This is an optimization exercise on Yosys and OpenROAD, whose aim is small area, not a production implementation.
Function was checked by simulation only, so behaviour that the tests miss may differ from the original.
Power is estimated from default activity; no workload was simulated.

build 89:
## MIPS_ALU_top
module MIPS_ALU_top (
    input             clk,
    input      [31:0] dataA,
    input      [31:0] dataB,
    input      [3:0]  control,
    input      [4:0]  shmt,
    output reg [31:0] dataC,
    output reg        carry,
    output reg        zero,
    output reg        negative
);
Size: roughly 2200 cells after synthesis.
clock: 11.0 ns
lec_check: 0
abc_area: 1
cap_margin: 20
core_margin: 2
core_utilization: 50
cts_buf_list: sky130_fd_sc_hd__clkbuf_4 sky130_fd_sc_hd__clkbuf_8
gpl_timing_driven: 0
setup_slack_margin: 0.2
slew_margin: 20
run.sh (not shown) runs the stock make flow with config.mk's settings and CLKGATE_MAP_FILE= SYNTH_SCRIPT=/design/flow/synth_recipe.tcl, a recipe that flattens the netlist after the stock synthesis.
Both conditions hold for build 89: the flow ran to the end and the final layout passed the timing, DRC and antenna checks.
Setup changes, build 89 to build 35
# build 89
export LEC_CHECK = 0
export ABC_AREA = 1
export CAP_MARGIN = 20
export CORE_MARGIN = 2
export CORE_UTILIZATION = 50
export CTS_BUF_LIST = sky130_fd_sc_hd__clkbuf_4 sky130_fd_sc_hd__clkbuf_8
export GPL_TIMING_DRIVEN = 0
export SETUP_SLACK_MARGIN = 0.2
export SLEW_MARGIN = 20
create_clock -name core_clock -period 11.0 [get_ports {clk}]
# build 35
export LEC_CHECK = 0
export ABC_AREA = 1
export CAP_MARGIN = 20
export CORE_MARGIN = 2
export CORE_UTILIZATION = 40
export CTS_BUF_LIST = sky130_fd_sc_hd__clkbuf_4 sky130_fd_sc_hd__clkbuf_8
export GPL_TIMING_DRIVEN = 0
export SETUP_SLACK_MARGIN = 0.2
export SLEW_MARGIN = 20
create_clock -name core_clock -period 11.0 [get_ports {clk}]
### Flow results
- Build 35 — post-placement worst setup slack 0.098 ns lower, build 89 as reference
- Build 35 vs. build 89: sequential-cell power consumption shrank by about 0.9%; average detailed-routed wire length per instance now sits lower.
diff inputs: build 35 => build 80
==> flow/flow/run.sh (new file) <==
#!/bin/bash
set -uo pipefail
W=$(pwd)
{ cat <<'EOT'
# synth_recipe.tcl with ABC's -script argument pointed at flow/abc.script
proc abc {args} {
  set i [lsearch -exact $args -script]
  if {$i >= 0} { lset args [expr {$i + 1}] @ABC@ }
  yosys abc {*}$args
}
EOT
cat synth_recipe.tcl; } | sed "s#@ABC@#$W/flow/abc.script#" > synth_abc.tcl
bash standard.sh SYNTH_SCRIPT=$W/synth_abc.tcl synth > synth.log 2>&1 || exit 1
bash standard.sh > layout.log 2>&1
==> flow/flow/abc.script (new file) <==
strash
&get -n
&st
&dch
&nf -R 1000
&put
topo
stime -c
buffer -c
upsize -c
dnsize -c
==> flow/standard.sh (new file) <==
#!/bin/bash
# synth_recipe.tcl (not shown) runs the flow's synth.tcl, then flattens the netlist and writes it again
# the make line also repeats each setting of config.mk as NAME=value (left out here)
make -C /OpenROAD-flow-scripts/flow DESIGN_CONFIG=/design/flow/config.mk WORK_HOME=/design/flow/orfs CLKGATE_MAP_FILE= SYNTH_SCRIPT=/design/flow/synth_recipe.tcl "${@:-finish}"
removed: flow/run.sh
==> summary.txt <==
Relative to build 35, the wire length of the first global-routing pass of build 80 is lower by about 2%. Going from build 35 to build 80, largest net degree at the start of global routing grows by 1. From build 35 to build 80 the numbers moved as follows: worst setup margin roughly the same, amount of wire on met3 after detailed routing now sits lower, synthesized cell count fell 13%, clock network power share has decreased, well-tap cell count moved down. On multi-input gate area in the final layout: build 80 sits above build 35.
## Diff of input files: build 62 against build 80
# build 80
export LEC_CHECK = 0
export ABC_AREA = 1
export CAP_MARGIN = 20
export CORE_MARGIN = 2
export CORE_UTILIZATION = 40
export CTS_BUF_LIST = sky130_fd_sc_hd__clkbuf_4 sky130_fd_sc_hd__clkbuf_8
export GPL_TIMING_DRIVEN = 0
export SETUP_SLACK_MARGIN = 0.2
export SLEW_MARGIN = 20
create_clock -name core_clock -period 11.0 [get_ports {clk}]
# build 62
export LEC_CHECK = 0
export ABC_AREA = 1
export CAP_MARGIN = 20
export CORE_MARGIN = 2
export CORE_UTILIZATION = 40
export SLEW_MARGIN = 20
create_clock -name core_clock -period 11.0 [get_ports {clk}]
==> flow/run.sh (new file) <==
#!/bin/bash
# synth_recipe.tcl (not shown) runs the flow's synth.tcl, then flattens the netlist and writes it again
# the make line also repeats each setting of config.mk as NAME=value (left out here)
make -C /OpenROAD-flow-scripts/flow DESIGN_CONFIG=/design/flow/config.mk WORK_HOME=/design/flow/orfs CLKGATE_MAP_FILE= SYNTH_SCRIPT=/design/flow/synth_recipe.tcl finish
removed: flow/flow/run.sh
removed: flow/flow/abc.script
removed: flow/standard.sh
Build 62 went all the way through the flow, and no timing, DRC or antenna check failed.
[compare] base=build 80 new=build 62: sequential share of cell area ~0 delta; minimum hold slack -0.0062 ns; number of vias in the routed layout +541; sequential fraction of the synthesis area -0.47 points.
Summary of build 62 over build 80: critical path depth fell by about 33%, number of buffer cells added on primary ports rose by about 5%, global-route usage now smaller, fraction of power consumed by combinational cells lower, remaining max-slew budget at the tightest pin climbed 0.63 points.
In the tables for build 62 and build 80, post-CTS setup-driven buffer insertion count reads higher with build 80.
### build 62 -> build 24
# build 62
export LEC_CHECK = 0
export ABC_AREA = 1
export CAP_MARGIN = 20
export CORE_MARGIN = 2
export CORE_UTILIZATION = 40
export SLEW_MARGIN = 20
create_clock -name core_clock -period 11.0 [get_ports {clk}]
# build 24
export LEC_CHECK = 0
export ABC_AREA = 1
export CAP_MARGIN = 20
export CORE_MARGIN = 2
export CORE_UTILIZATION = 40
export GPL_TIMING_DRIVEN = 0
export SETUP_SLACK_MARGIN = 0.2
export SLEW_MARGIN = 20
create_clock -name core_clock -period 11.0 [get_ports {clk}]
## What came out
Delta (build 24 minus build 62): logic depth of the worst setup path including buffers +25%; maximum clock frequency has remained practically unchanged; routed wire length rose 12%. Weighted congestion at the end of routability-driven global placement (higher): build 24. Relative to build 62, aggregate global-route resource usage has increased by 3.6 points in build 24. The final layout from build 24, which completed every stage, passed the timing, DRC and antenna checks at the end of the flow. Build 24 -> build 62: parity-gate share of the synthesized area counting xor and xnor cells delta 0, exact match.

========
the reference run:
MIPS_ALU_top, a different RTL version from the one above (not shown whole).
For scale: roughly 1700 cells after synthesis, roughly 69 flip-flops, ~0.015 mm² of cells after synthesis.
## MIPS_ALU_top
module MIPS_ALU_top (
    input             clk,
    input      [31:0] dataA,
    input      [31:0] dataB,
    input      [3:0]  control,
    input      [4:0]  shmt,
    output reg [31:0] dataC,
    output reg        carry,
    output reg        zero,
    output reg        negative
);
Settings: LEC_CHECK=0, ABC_AREA=1, CAP_MARGIN=20, CORE_MARGIN=2, CORE_UTILIZATION=33, CTS_BUF_LIST=sky130_fd_sc_hd__clkbuf_4 sky130_fd_sc_hd__clkbuf_8, GPL_TIMING_DRIVEN=0, SETUP_SLACK_MARGIN=0.2, SLEW_MARGIN=20; clock period 11.0 ns.
standard.sh (not shown) runs the stock make flow with config.mk's settings and CLKGATE_MAP_FILE= SYNTH_SCRIPT=/design/flow/synth_recipe.tcl, a recipe that flattens the netlist after the stock synthesis.
==> flow/flow/run.sh <==
#!/bin/bash
set -uo pipefail
W=$(pwd)
{ cat <<'EOT'
# synth_recipe.tcl with ABC's -script argument pointed at flow/abc.script
proc abc {args} {
  set i [lsearch -exact $args -script]
  if {$i >= 0} { lset args [expr {$i + 1}] @ABC@ }
  yosys abc {*}$args
}
EOT
cat synth_recipe.tcl; } | sed "s#@ABC@#$W/flow/abc.script#" > synth_abc.tcl
bash standard.sh SYNTH_SCRIPT=$W/synth_abc.tcl synth > synth.log 2>&1 || exit 1
bash standard.sh > layout.log 2>&1
==> flow/flow/abc.script <==
strash
&get -n
&st
&dch
&nf -R 1000
&put
topo
stime -c
buffer -c
upsize -c
dnsize -c
The reference run completed; timing, DRC and antenna clean
--- input diff the reference run..the trial run ---
# the reference run
export LEC_CHECK = 0
export ABC_AREA = 1
export CAP_MARGIN = 20
export CORE_MARGIN = 2
export CORE_UTILIZATION = 33
export CTS_BUF_LIST = sky130_fd_sc_hd__clkbuf_4 sky130_fd_sc_hd__clkbuf_8
export GPL_TIMING_DRIVEN = 0
export SETUP_SLACK_MARGIN = 0.2
export SLEW_MARGIN = 20
create_clock -name core_clock -period 11.0 [get_ports {clk}]
# the trial run
export LEC_CHECK = 0
export ABC_AREA = 1
export CAP_MARGIN = 20
export CORE_MARGIN = 2
export CORE_UTILIZATION = 40
export CTS_BUF_LIST = sky130_fd_sc_hd__clkbuf_4 sky130_fd_sc_hd__clkbuf_8
export GPL_TIMING_DRIVEN = 0
export SETUP_SLACK_MARGIN = 0.2
export SLEW_MARGIN = 20
create_clock -name core_clock -period 11.0 [get_ports {clk}]
==> flow/run.sh (new file) <==
#!/bin/bash
# synth_recipe.tcl (not shown) runs the flow's synth.tcl, then flattens the netlist and writes it again
# the make line also repeats each setting of config.mk as NAME=value (left out here)
make -C /OpenROAD-flow-scripts/flow DESIGN_CONFIG=/design/flow/config.mk WORK_HOME=/design/flow/orfs CLKGATE_MAP_FILE= SYNTH_SCRIPT=/design/flow/synth_recipe.tcl finish
removed: flow/flow/run.sh
removed: flow/flow/abc.script
removed: flow/standard.sh
## What came out
Run comparison: the trial run most frequent standard cell in the layout excluding fill and tap cells nand2_1; the reference run most frequent standard cell in the layout excluding fill and tap cells a222oi_1
The trial run ends up with a relative contribution of the clock network to total power that is 0.9 points higher than in the reference run.
Diff the reference run -> the trial run | sequential fraction of design power | decrease of 0.5 points
Hold slack (higher): the trial run
Diff the reference run and the trial run: switching share of total power higher in the trial run
Number of signal-net buffers in the layout in the trial run vs the reference run: down about 25%
Final period demand of the worst path: the reference run and the trial run compared, higher one is the reference run

========
## before
Another version of the RTL of MIPS_ALU_top (not shown whole).
Size: ~2100 cells after synthesis, roughly 69 flip-flops, about 16000 um^2 of cells after synthesis.
export LEC_CHECK = 0
export ABC_AREA = 1
export CAP_MARGIN = 20
export CORE_MARGIN = 2
export CORE_UTILIZATION = 40
export CTS_BUF_LIST = sky130_fd_sc_hd__clkbuf_4 sky130_fd_sc_hd__clkbuf_8
export GPL_TIMING_DRIVEN = 0
export SETUP_SLACK_MARGIN = 0.2
export SLEW_MARGIN = 20
create_clock -name core_clock -period 11.0 [get_ports {clk}]
==> flow/flow/run.sh <==
#!/bin/bash
set -uo pipefail
W=$(pwd)
{ cat <<'EOT'
# synth_recipe.tcl with ABC's -script argument pointed at flow/abc.script
proc abc {args} {
  set i [lsearch -exact $args -script]
  if {$i >= 0} { lset args [expr {$i + 1}] @ABC@ }
  yosys abc {*}$args
}
EOT
cat synth_recipe.tcl; } | sed "s#@ABC@#$W/flow/abc.script#" > synth_abc.tcl
bash standard.sh SYNTH_SCRIPT=$W/synth_abc.tcl synth > synth.log 2>&1 || exit 1
bash standard.sh > layout.log 2>&1
==> flow/flow/abc.script <==
strash
dch
map -a -B 0.9
topo
stime -c
buffer -c
upsize -c
dnsize -c
> inputs changed (before -> after)
# before
export LEC_CHECK = 0
export ABC_AREA = 1
export CAP_MARGIN = 20
export CORE_MARGIN = 2
export CORE_UTILIZATION = 40
export CTS_BUF_LIST = sky130_fd_sc_hd__clkbuf_4 sky130_fd_sc_hd__clkbuf_8
export GPL_TIMING_DRIVEN = 0
export SETUP_SLACK_MARGIN = 0.2
export SLEW_MARGIN = 20
create_clock -name core_clock -period 11.0 [get_ports {clk}]
# after
export LEC_CHECK = 0
export ABC_AREA = 1
export CAP_MARGIN = 20
export CELL_PAD_IN_SITES_DETAIL_PLACEMENT = 1
export CELL_PAD_IN_SITES_GLOBAL_PLACEMENT = 1
export CORE_MARGIN = 2
export CORE_UTILIZATION = 40
export CTS_BUF_LIST = sky130_fd_sc_hd__clkbuf_4 sky130_fd_sc_hd__clkbuf_8
export GPL_TIMING_DRIVEN = 0
export SETUP_SLACK_MARGIN = 0.2
export SLEW_MARGIN = 20
create_clock -name core_clock -period 11.0 [get_ports {clk}]
==> flow/flow/abc.script <==
strash
&get -n
&st
&dch
&nf -R 1000
&put
topo
stime -c
buffer -c
upsize -c
dnsize -c
--- outcome ---
Setup slack: after more than before
Sort after and before by maximum cell stage delay along the critical path, ascending, and before comes first.
Routed wire length: after vs before down 6300 um

[what the ideal ports hide]
The results above use ideal ports. As a check the final layouts listed here were re-extracted and re-timed, cells and wires unchanged.
Step 1 (the two cells are an assumption about what drives the block):
set clk [get_ports {clk}]
set_driving_cell -lib_cell sky130_fd_sc_hd__clkbuf_16 $clk
set_driving_cell -lib_cell sky130_fd_sc_hd__buf_2 [delete_from_list [all_inputs] $clk]
Step 2 adds t to the input delays and takes it off the output delays; t is the mean of the earliest and latest rising clock arrival at the registers after step 1. Input paths then give back, and output paths get back, about the clock's delay inside the block.
Slacks: no drivers / after step 1 / after step 2; pairs: no drivers / after step 1.
| run | t (ns) | setup WS [ns] | worst setup path after step 2 | pins driven straight from the clock port |
|---|---|---|---|---|
| build 89 | 0.352 | 0.241 / 0.237 / -0.116 | input to register | 1 |
| build 35 | 0.356 | 0.283 / 0.286 / -0.070 | input to register | 1 |
| build 80 | 0.373 | 0.282 / 0.293 / -0.081 | input to register | 1 |
| build 62 | 0.357 | 0.387 / 0.395 / 0.038 | input to register | 1 |
| build 24 | 0.349 | 0.405 / 0.410 / 0.061 | input to register | 1 |
| the reference run | 0.350 | 0.225 / 0.226 / -0.124 | input to register | 1 |
| the trial run | 0.389 | 0.266 / 0.264 / -0.125 | input to register | 1 |
| before | 0.352 | 0.243 / 0.244 / -0.109 | input to register | 1 |
| after | 0.403 | 0.372 / 0.390 / -0.014 | input to register | 1 |
With both steps, setup timing fails in 7 of these runs, where it was met with ideal ports. The setup slack of the trial run, which loses most, moves by -0.002 ns with the drivers and by -0.391 ns with both steps.
